Background: an optimization exercise with open tools, aiming at small area. Do not read the settings as production practice.
No functional check of the RTL was part of this run.
No activity file was given, so power comes from the tool's default toggle rates.

--- design/flow/run.sh ---
#!/bin/bash
# synth_recipe.tcl (not shown) runs the flow's synth.tcl, then flattens the netlist and writes it again
# the make line also repeats each setting of config.mk as NAME=value (left out here)
make -C /OpenROAD-flow-scripts/flow DESIGN_CONFIG=/design/flow/config.mk WORK_HOME=/design/flow/orfs CLKGATE_MAP_FILE= SYNTH_SCRIPT=/design/flow/synth_recipe.tcl finish
--- design/flow/design.v ---
module Demosaic_getBayer (
	input  wire       PCLK,
	input  wire       RSTN,
	input  wire       VSYNC,
	input  wire       HSYNC,
	input  wire [7:0] BAYERDATA,
	output wire       CAL_EN,
	output wire [7:0] O_DATA );
reg [8:0] j;
reg [1:0] st;
reg [7:0] o_data;
assign CAL_EN = &st;
assign O_DATA = o_data;
always @(posedge PCLK or negedge RSTN) begin
	if (!RSTN) begin
		o_data <= 0;
		j <= 0;
		st <= 0;
	end
	else if (VSYNC && HSYNC) begin
		o_data <= BAYERDATA;
		j <= j + 1'b1;
		if ((&j) && !(&st))
			st <= st + 1'b1;
	end
	else if (!VSYNC) begin
		j <= 0;
		st <= 0;
	end
	else begin
		o_data <= 0;
	end
end
endmodule
module Demosaic_pre_G_RB (
	input  wire       INCLK,
	input  wire       RSTN,
	input  wire       DATA_EN,
	input  wire       HSYNC,
	input  wire [7:0] DATA1,
	input  wire [7:0] DATA2,
	input  wire [7:0] DATA3,
	input  wire [7:0] DATA4,
	input  wire [7:0] DATA5,
	output wire [8:0] DV,       
	output wire [5:0] E2Q,      
	output wire [6:0] GS,       
	output wire [7:0] LL,
	output wire [7:0] LEFTDATA,
	output wire [7:0] MID,
	output wire [7:0] RIGHTDATA,
	output wire [7:0] RR,
	output wire       O_EN );
wire en = DATA_EN & HSYNC;
reg [9:0] cntCol;
reg [9:0] cntLine;
reg o_en;
assign O_EN = o_en;
wire c0   = (cntCol == 10'd0);
wire c1   = (cntCol == 10'd1);
wire c2   = (cntCol == 10'd2);
wire c3   = (cntCol == 10'd3);
wire cend = (cntCol == 10'd532);
always @(posedge INCLK or negedge RSTN) begin
	if (!RSTN) begin
		cntCol <= 0;
		cntLine <= 0;
		o_en <= 0;
	end
	else if (en) begin
		if (cend) begin
			cntCol <= 0;
			cntLine <= (cntLine == 10'd788) ? 10'd0 : cntLine + 1'b1;
			o_en <= 0;
		end
		else begin
			cntCol <= cntCol + 1'b1;
			if (c2) o_en <= 1;
		end
	end
end
wire l01  = (cntLine == 10'd0) || (cntLine == 10'd1);
wire l0   = (cntLine == 10'd0);
wire l787 = (cntLine == 10'd787);
wire l786 = (cntLine == 10'd786);
wire [7:0] s1 = l01 ? DATA5 : DATA1;
wire [7:0] s2 = l0 ? DATA4 : DATA2;
wire [7:0] s4 = l787 ? DATA2 : DATA4;
wire [7:0] s5 = (l787 || l786) ? DATA1 : DATA5;
reg [7:0] uur, uurr, ur, urr, dr, drr, ddr, ddrr;
reg [7:0] ll, left, mid, right, rr;
reg [8:0] dv;
reg [5:0] e2q;
reg [6:0] gs;
assign DV = dv;
assign E2Q = e2q;
assign GS = gs;
assign LL = ll;
assign LEFTDATA = left;
assign MID = mid;
assign RIGHTDATA = right;
assign RR = rr;
always @(posedge INCLK) begin
	if (!en) begin
		uur <= 0; uurr <= 0; ur <= 0; urr <= 0;
		dr <= 0; drr <= 0; ddr <= 0; ddrr <= 0;
	end
	else if (c1) begin
		uur <= s1; ur <= s2; dr <= s4; ddr <= s5;
	end
	else if (c2) begin
		uurr <= DATA1; urr <= DATA2; drr <= s4; ddrr <= s5;
	end
	else if (!c0) begin
		uur <= uurr; ur <= urr; dr <= drr; ddr <= ddrr;
		uurr <= s1; urr <= s2; drr <= DATA4; ddrr <= DATA5;
	end
end
always @(posedge INCLK) begin
	if (!en) begin
		ll <= 0; left <= 0; mid <= 0; right <= 0; rr <= 0;
	end
	else if (c0) begin
		mid <= DATA3;
	end
	else if (c1) begin
		left <= DATA3;
		right <= DATA3;
	end
	else if (c2) begin
		rr <= DATA3;
		ll <= rr;
	end
	else if (!cend) begin
		mid <= right;
		right <= rr;
		rr <= DATA3;
		left <= mid;
		ll <= c3 ? DATA3 : left;
	end
end
wire [7:0] vm  = c0 ? DATA3 : (cend ? mid : right);
wire [7:0] vuu = c0 ? s1 : uur;
wire [7:0] vup = c0 ? s2 : ur;
wire [7:0] vdn = c0 ? s4 : dr;
wire [7:0] vdd = c0 ? s5 : ddr;
wire [7:0] e2  = absd(vm, vuu) + absd(vm, vdd);
wire [7:0] ud  = absd(vup, vdn);
wire [7:0] gsum = vup + vdn;
always @(posedge INCLK) begin
	if (!en) begin
		dv <= 0; e2q <= 0; gs <= 0;
	end
	else if (!(c1 || c2)) begin
		dv <= {1'b0, ud} + {1'b0, e2};
		e2q <= e2[7:2];
		gs <= gsum[7:1];
	end
end
function [7:0] absd;
	input [7:0] a;
	input [7:0] b;
	begin
		absd = (a > b) ? a - b : b - a;
	end
endfunction
endmodule
module Demosaic_calG_RB (
	input  wire        INCLK,
	input  wire        RSTN,
	input  wire        IN_EN,
	input  wire [8:0]  DV,
	input  wire [5:0]  E2Q,
	input  wire [6:0]  GS,
	input  wire [7:0]  LL,
	input  wire [7:0]  LEFTDATA,
	input  wire [7:0]  MID,
	input  wire [7:0]  RIGHTDATA,
	input  wire [7:0]  RR,
	output wire        O_EN,
	output wire [23:0] O_DATA );
localparam is_B = 2'b00, is_G = 2'b01, is_R = 2'b10;
reg [1:0] BGR;
reg [8:0] cntCol;
reg [9:0] cntLine;
wire is_even = |cntLine;
reg [7:0] mid;
reg [7:0] G_temp;
reg G_Ostatus;
reg RGB1;
always @(posedge INCLK or negedge RSTN) begin
	if (!RSTN) begin
		BGR <= is_R;
		cntCol <= 0;
		cntLine <= 0;
		G_temp <= 0;
		G_Ostatus <= 0;
	end
	else if (IN_EN) begin
		case (BGR)
			is_R: begin
				G_Ostatus <= 0;
				BGR <= is_G;
			end
			is_B: begin
				G_Ostatus <= 0;
				BGR <= (&cntCol) ? is_R : is_G;
			end
			default: begin
				G_temp <= mid;
				G_Ostatus <= 1;
				BGR <= is_even ? is_B : is_R;
			end
		endcase
		cntCol <= cntCol + 1'b1;
		if (&cntCol)
			cntLine <= (cntLine == 10'd767) ? 10'd0 : cntLine + 1'b1;
	end
end
always @(posedge INCLK) begin
	if (IN_EN) begin
		mid <= MID;
		if (BGR == is_R) RGB1 <= 1'b1;
		else if (BGR == is_B) RGB1 <= 1'b0;
	end
end
wire [7:0] a1 = absd(LEFTDATA, RIGHTDATA);
wire [7:0] b2 = absd(MID, LL) + absd(MID, RR);
wire [8:0] dH = {1'b0, a1} + {1'b0, b2};
wire [7:0] hsum = LEFTDATA + RIGHTDATA;
wire hsel = dH > DV;
wire [7:0] resG = hsel ? ({2'b0, E2Q} + {1'b0, hsum[7:1]}) : ({2'b0, b2[7:2]} + {1'b0, GS});
reg [7:0] R1, R2, R3, R4;
reg [7:0] G0, G1, G2, G3, Gd;
reg r1, r2, r3;
always @(posedge INCLK) begin
	R1 <= resG; R2 <= R1; R3 <= R2; R4 <= R3;
	G0 <= G_temp; G1 <= G0; G2 <= G1; G3 <= G2; Gd <= G3;
	r1 <= RGB1; r2 <= r1; r3 <= r2;
end
reg l1, l2, l3, l4, o_en;
reg GO0, GO1, GO2, GO3;
reg m2, m0;
reg [7:0] lane1;
always @(posedge INCLK or negedge RSTN) begin
	if (!RSTN) begin
		l1 <= 0; l2 <= 0; l3 <= 0; l4 <= 0; o_en <= 0;
		GO0 <= 0; GO1 <= 0; GO2 <= 0; GO3 <= 0;
		m2 <= 0; m0 <= 0; lane1 <= 0;
	end
	else begin
		l1 <= IN_EN; l2 <= l1; l3 <= l2; l4 <= l3; o_en <= l4;
		GO0 <= G_Ostatus; GO1 <= GO0; GO2 <= GO1; GO3 <= GO2;
		m0 <= r3 & o_en;
		m2 <= o_en & !r3 & !GO3;
		lane1 <= (o_en & (r3 | !GO3)) ? R4 : (GO3 ? G3 : 8'd0);
	end
end
assign O_EN = o_en;
assign O_DATA = {Gd & {8{m2}}, lane1, Gd & {8{m0}}};
function [7:0] absd;
	input [7:0] a;
	input [7:0] b;
	begin
		absd = (a > b) ? a - b : b - a;
	end
endfunction
endmodule
module demosaic_g_rb_top (
	input  wire        clk,
	input  wire        rstn,
	input  wire        vsync,
	input  wire        hsync,
	input  wire [7:0]  bayer_data,
	output wire [7:0]  lb_wdata,
	input  wire [7:0]  lb_tap1,
	input  wire [7:0]  lb_tap2,
	input  wire [7:0]  lb_tap3,
	input  wire [7:0]  lb_tap4,
	input  wire [7:0]  lb_tap5,
	output wire        o_en,
	output wire [23:0] o_data
);
wire cal_en;
wire pre_en;
wire [8:0] dv;
wire [5:0] e2q;
wire [6:0] gs;
wire [7:0] ll, leftdata, mid, rightdata, rr;
Demosaic_getBayer getBayer (
	.PCLK(clk), .RSTN(rstn), .VSYNC(vsync), .HSYNC(hsync),
	.BAYERDATA(bayer_data), .CAL_EN(cal_en), .O_DATA(lb_wdata));
Demosaic_pre_G_RB pre (
	.INCLK(clk), .RSTN(rstn), .DATA_EN(cal_en), .HSYNC(hsync),
	.DATA1(lb_tap1), .DATA2(lb_tap2), .DATA3(lb_tap3), .DATA4(lb_tap4), .DATA5(lb_tap5),
	.DV(dv), .E2Q(e2q), .GS(gs),
	.LL(ll), .LEFTDATA(leftdata), .MID(mid), .RIGHTDATA(rightdata), .RR(rr),
	.O_EN(pre_en));
Demosaic_calG_RB calG (
	.INCLK(clk), .RSTN(rstn), .IN_EN(pre_en),
	.DV(dv), .E2Q(e2q), .GS(gs),
	.LL(ll), .LEFTDATA(leftdata), .MID(mid), .RIGHTDATA(rightdata), .RR(rr),
	.O_EN(o_en), .O_DATA(o_data));
endmodule
--- design/flow/constraint.sdc ---
create_clock -name core_clock -period 4.5 [get_ports {clk}]
set_input_delay 0.9000 -clock core_clock [delete_from_list [all_inputs] [get_ports {clk}]]
set_output_delay 0.9000 -clock core_clock [all_outputs]
set_load 0.01 [all_outputs]
--- design/flow/config.mk ---
export PLATFORM = sky130hd
export DESIGN_NAME = demosaic_g_rb_top
export DESIGN_NICKNAME = demosaic_g_rb_top
export VERILOG_FILES = /design/flow/design.v
export SDC_FILE = /design/flow/constraint.sdc
export NUM_CORES = 4
export LEC_CHECK = 0
export CAP_MARGIN = 20
export CORE_MARGIN = 2
export CORE_UTILIZATION = 40
export PLACE_DENSITY = 0.6
export SLEW_MARGIN = 20
==> summary.md <==
| Metric | Value |
|---|---|
| Violated Checks | `negative setup slack` |
| Data required, critical path | `roughly 5000 ps` |
| CTS Hold Bufs | `0` |
| Initial antenna violation count | `0` |
| Die Area | `46,200 sq um` |
| Die Height | `215 um` |
| Initial Utilization | `0.404` |
| Yosys warning total | `3` |
| Grt ovf | `0` |
| Post-Syn Instances | `2,004` |
| Top cells by area, synth | `dfxtp_1 23%, dfrtp_1 12%, ha_1 12%, a21oi_1 5.3%, mux2i_1 4.9%` |
| Slowest-stage cell, CP | `dfrtp_2` |
| Normalized max-slew margin | `0.268` |
| Synth Cell Area | `17,800 sq um` |
| First-pass GRT wire length | `~79,000 um` |
| Final Critical Period | `5500 ps` |
| Post-synth top area share | `0.226` |
| Leak Pwr | `11.0 nW` |
| Max incr delay on CP | `around 420 ps` |
| RSZ-0062 raised after global routing | `yes` |
| Drt wl/cell | `16.0 um` |
| Final estimated routing congestion in global placement | `between 0.9 and 1` |
| Syn_nets | `between 2,000 and 2,500` |
| Reg clk slew, reported paths | `approximately 60 ps` |
| CP Capture Type | `register` |
| Post-synth top area cell | `dfxtp_1` |
| Buf+Inv Stages, Crit Path | `4` |
| Clock Root Buffer | `clkbuf_16` |
| CP max FO | `7` |
| Ys flop type | `dfxtp_1` |
| Clock Latency Late Sink | `550 ps` |
| DP HPWL | `36,000 um` |
| Post-route setup TNS | `-13,990 ps` |
| Routed vias | `~16,000` |
| Max Slew Vio Count | `0` |
| I/O pin total | `85` |
| Clock buffer depth | `3` |
| Final Setup Violations | `22` |
| #FFs+latches synth | `about 300` |
| Die Wd | `215 um` |
| TritonCTS Buffers | `36` |
| Pwr dens | `245 nW/um^2` |
| Area Overhead vs Synth | `36.0%` |
| Core area | `44,000 sq um` |
| Worst EP arrival | `5920 ps` |
| Nets | `2,670` |
| Via density per instance | `5.10` |
| DR iter-0 viols | `878` |
| 1st-pass router iterations | `6` |
| Share of layout cells above drive strength 1 | `0.253` |
| Antenna fix cells | `0` |
| Achievable frequency | `around 180 MHz` |
| Detailed Route WL | `48,700 um` |
| H-tree lvl count | `2` |
| Skew final | `20.8 ps` |
| CP Class | `register to register` |
| Period utilization | `1.22` |
| Largest net degree at the start of global routing | `66` |
| Crit-path leading delay family | `compound AO/OA/AOI/OAI gates` |
| Hold Crit Class | `register to register` |
| CTS tree | `built` |
| Final hold slack | `323 ps` |
| Port-buffer cells | `84` |
| FP Rows | `77` |
| Critical path launch point type | `register` |
| Post-route DRC | `0` |
| Slew @ Worst Pin | `1090 ps` |
| Vias in the first global route | `15,500` |
| Netlist cell types | `64` |
| Max Cap Violations | `0` |
| Post-synth EDFFs | `9` |
| Post-synthesis sequential area ratio | `0.366` |
| Post-route insts no fill | `3,048` |
| Cell total after placement | `between 2,000 and 3,000` |
| Mean Syn Cell Area | `roughly 9 sq um` |
| Async SR Flop Fraction | `0.298` |
| Clk sink count | `roughly 300` |
| Antenna-violating nets left | `0` |
| GR Util All Layers | `0.208` |
| Status | `complete, but fails checks` |
| Final setup margin | `-999 ps` |
| Final Hold Fails | `0` |
| Peak VDD IR | `around 0.24 mV` |
## metal layers
layer	wire, um	share of wire	track usage	vias to the layer above
met5	0	0	0	-
li1	-	-	-	7777
met4	1120	0.023	0.0593	0
met3	1750	0.036	0.0286	71
met1	22500	0.46	0.269	7427
met2	23300	0.48	0.363	267
## cell usage after synthesis (29+ instances only)
master and n:
a211oi_1 85, a21o_1 42, a21oi_1 189, and2_1 33, clkbuf_1 69, dfrtp_1 88
dfxtp_1 201, ha_1 170, inv_1 145, mux2i_1 88, nand2_1 150, nor2_1 212
o21ai_0 88, xnor2_1 80, xor2_1 29
## placed cells by master (no fill, tap or decap), drive strengths merged, types with 5 or more instances in the layout
cell type and count:
a21o 42, nand3b 10, edfxtp 9, a22oi 14, o21ai 96, or3 6, a31oi 5, buf 398
dfxtp 201, inv 147, a22o 22, clkinv 10, a211oi 86, nand3 26, xnor2 80, and3 22
o21a 12, nor2b 20, xor2 29, a21oi 190, and2 33, o21bai 17, nor3 11, nand2b 13
nor2 212, fa 20, clkbuf 50, mux2 27, clkdlybuf4s50 83, dfrtp 88, nand2 151, nand4 23
mux2i 88, ha 170
## registers in the layout, indices dropped and copies added (netlist names), 9 cells and up
register,cells
getBayer.j,9
pre.cntLine,10
calG.cntCol,9
calG.cntLine,10
pre.cntCol,10
pre.dv,9
## through the flow
step,worst slack (ps),area [sq um],total power (W),utilization
final,-999,24200,0.00592,0.550
after global routing,-1290,24200,0.00613,0.550
after CTS,-946,23900,0.00600,0.542
after detailed placement,-1170,21900,0.00292,0.497
after global placement,-1040,21900,0.00292,0.497
after floorplan,-780,18000,0.00279,-
## power by group
group          internal, W  switching (W)
combinational     0.000103      0.0000863
sequential         0.00268     0.00000459
clock              0.00187        0.00118
total              0.00465        0.00127
## what timing repair did
action	in CTS	in global routing
buffers inserted	27	16
pin swaps	59	49
gates cloned	1	0
resized for setup	95	40
endpoints found under the hold margin	0	0
endpoints found under the setup margin	22	22
## final timing paths
path                           startpoint                  to  slack, ps  cells after the start
max                        pre.cntLine[5]           pre.dv[8]      -1000                     28
min                            calG.R3[2]          calG.R4[2]        320                      0
max reg2reg                pre.cntLine[5]           pre.dv[8]      -1000                     28
min reg2reg                    calG.R3[2]          calG.R4[2]        320                      0
max in group asynchronous            rstn      calG.G_temp[3]       3150                      2
min in group asynchronous            rstn  getBayer.o_data[3]        440                      1
## logic make-up (layout without fill, tap and decap cells)
| group | Yosys count | in the layout | share of synthesized area |
|---|---|---|---|
| mux | 115 | 115 | 0.0666 |
| fa+ha+maj | 190 | 190 | 0.142 |
| simple gates | 540 | 541 | 0.139 |
| flops | 299 | 299 | 0.366 |
| xor+xnor | 109 | 109 | 0.0536 |
| buf+inv | 241 | 692 | 0.0529 |
| compound gates | 510 | 510 | 0.179 |
## layout make-up
class | count | area, sq um
clock buffers | 50 | 1050
clock inverters | 16 | 208
fillers | 3997 | 19800
inverters | 145 | 547
multi-input cells | 1465 | 11200
flip-flops and latches | 299 | 6530
well taps | 592 | 741
repair buffers | 481 | 3930
## worst reg2reg max path, delay by kind of cell (launching register included)
family	cells	cell delay, ps
adders and majority gates	3	850
muxes	2	500
xor gates and xnor gates	2	360
and+or+nand+nor	6	990
AOI/OAI and AO/OA	11	1700
DFF	1	420
buffers and inverters	4	560

## separate check: timing with driven ports
In the flow no input, the clock included, has a driving cell. The finished layout below was timed again as built, in two steps. Step 1 (the two cells are an assumption about what drives the block):
set clk [get_ports {clk}]
set_driving_cell -lib_cell sky130_fd_sc_hd__clkbuf_16 $clk
set_driving_cell -lib_cell sky130_fd_sc_hd__buf_2 [delete_from_list [all_inputs] $clk]
Step 2 adds t to the input delays and takes it off the output delays; t is the mean of the earliest and latest rising clock arrival at the registers after step 1. Input paths then give back, and output paths get back, about the clock's delay inside the block. a / b / c = no drivers / after step 1 / after step 2; a / b = the first two.
t (ns): 0.595
setup slack, ns: -0.999 / -0.999 / -1.058
clock arrival spread, ns: 0.022 / 0.023
worst data-port slew with drivers (ns): 0.05
For this run, drivers alone change the setup slack by 0.000 ns; drivers and shift together by -0.059 ns.
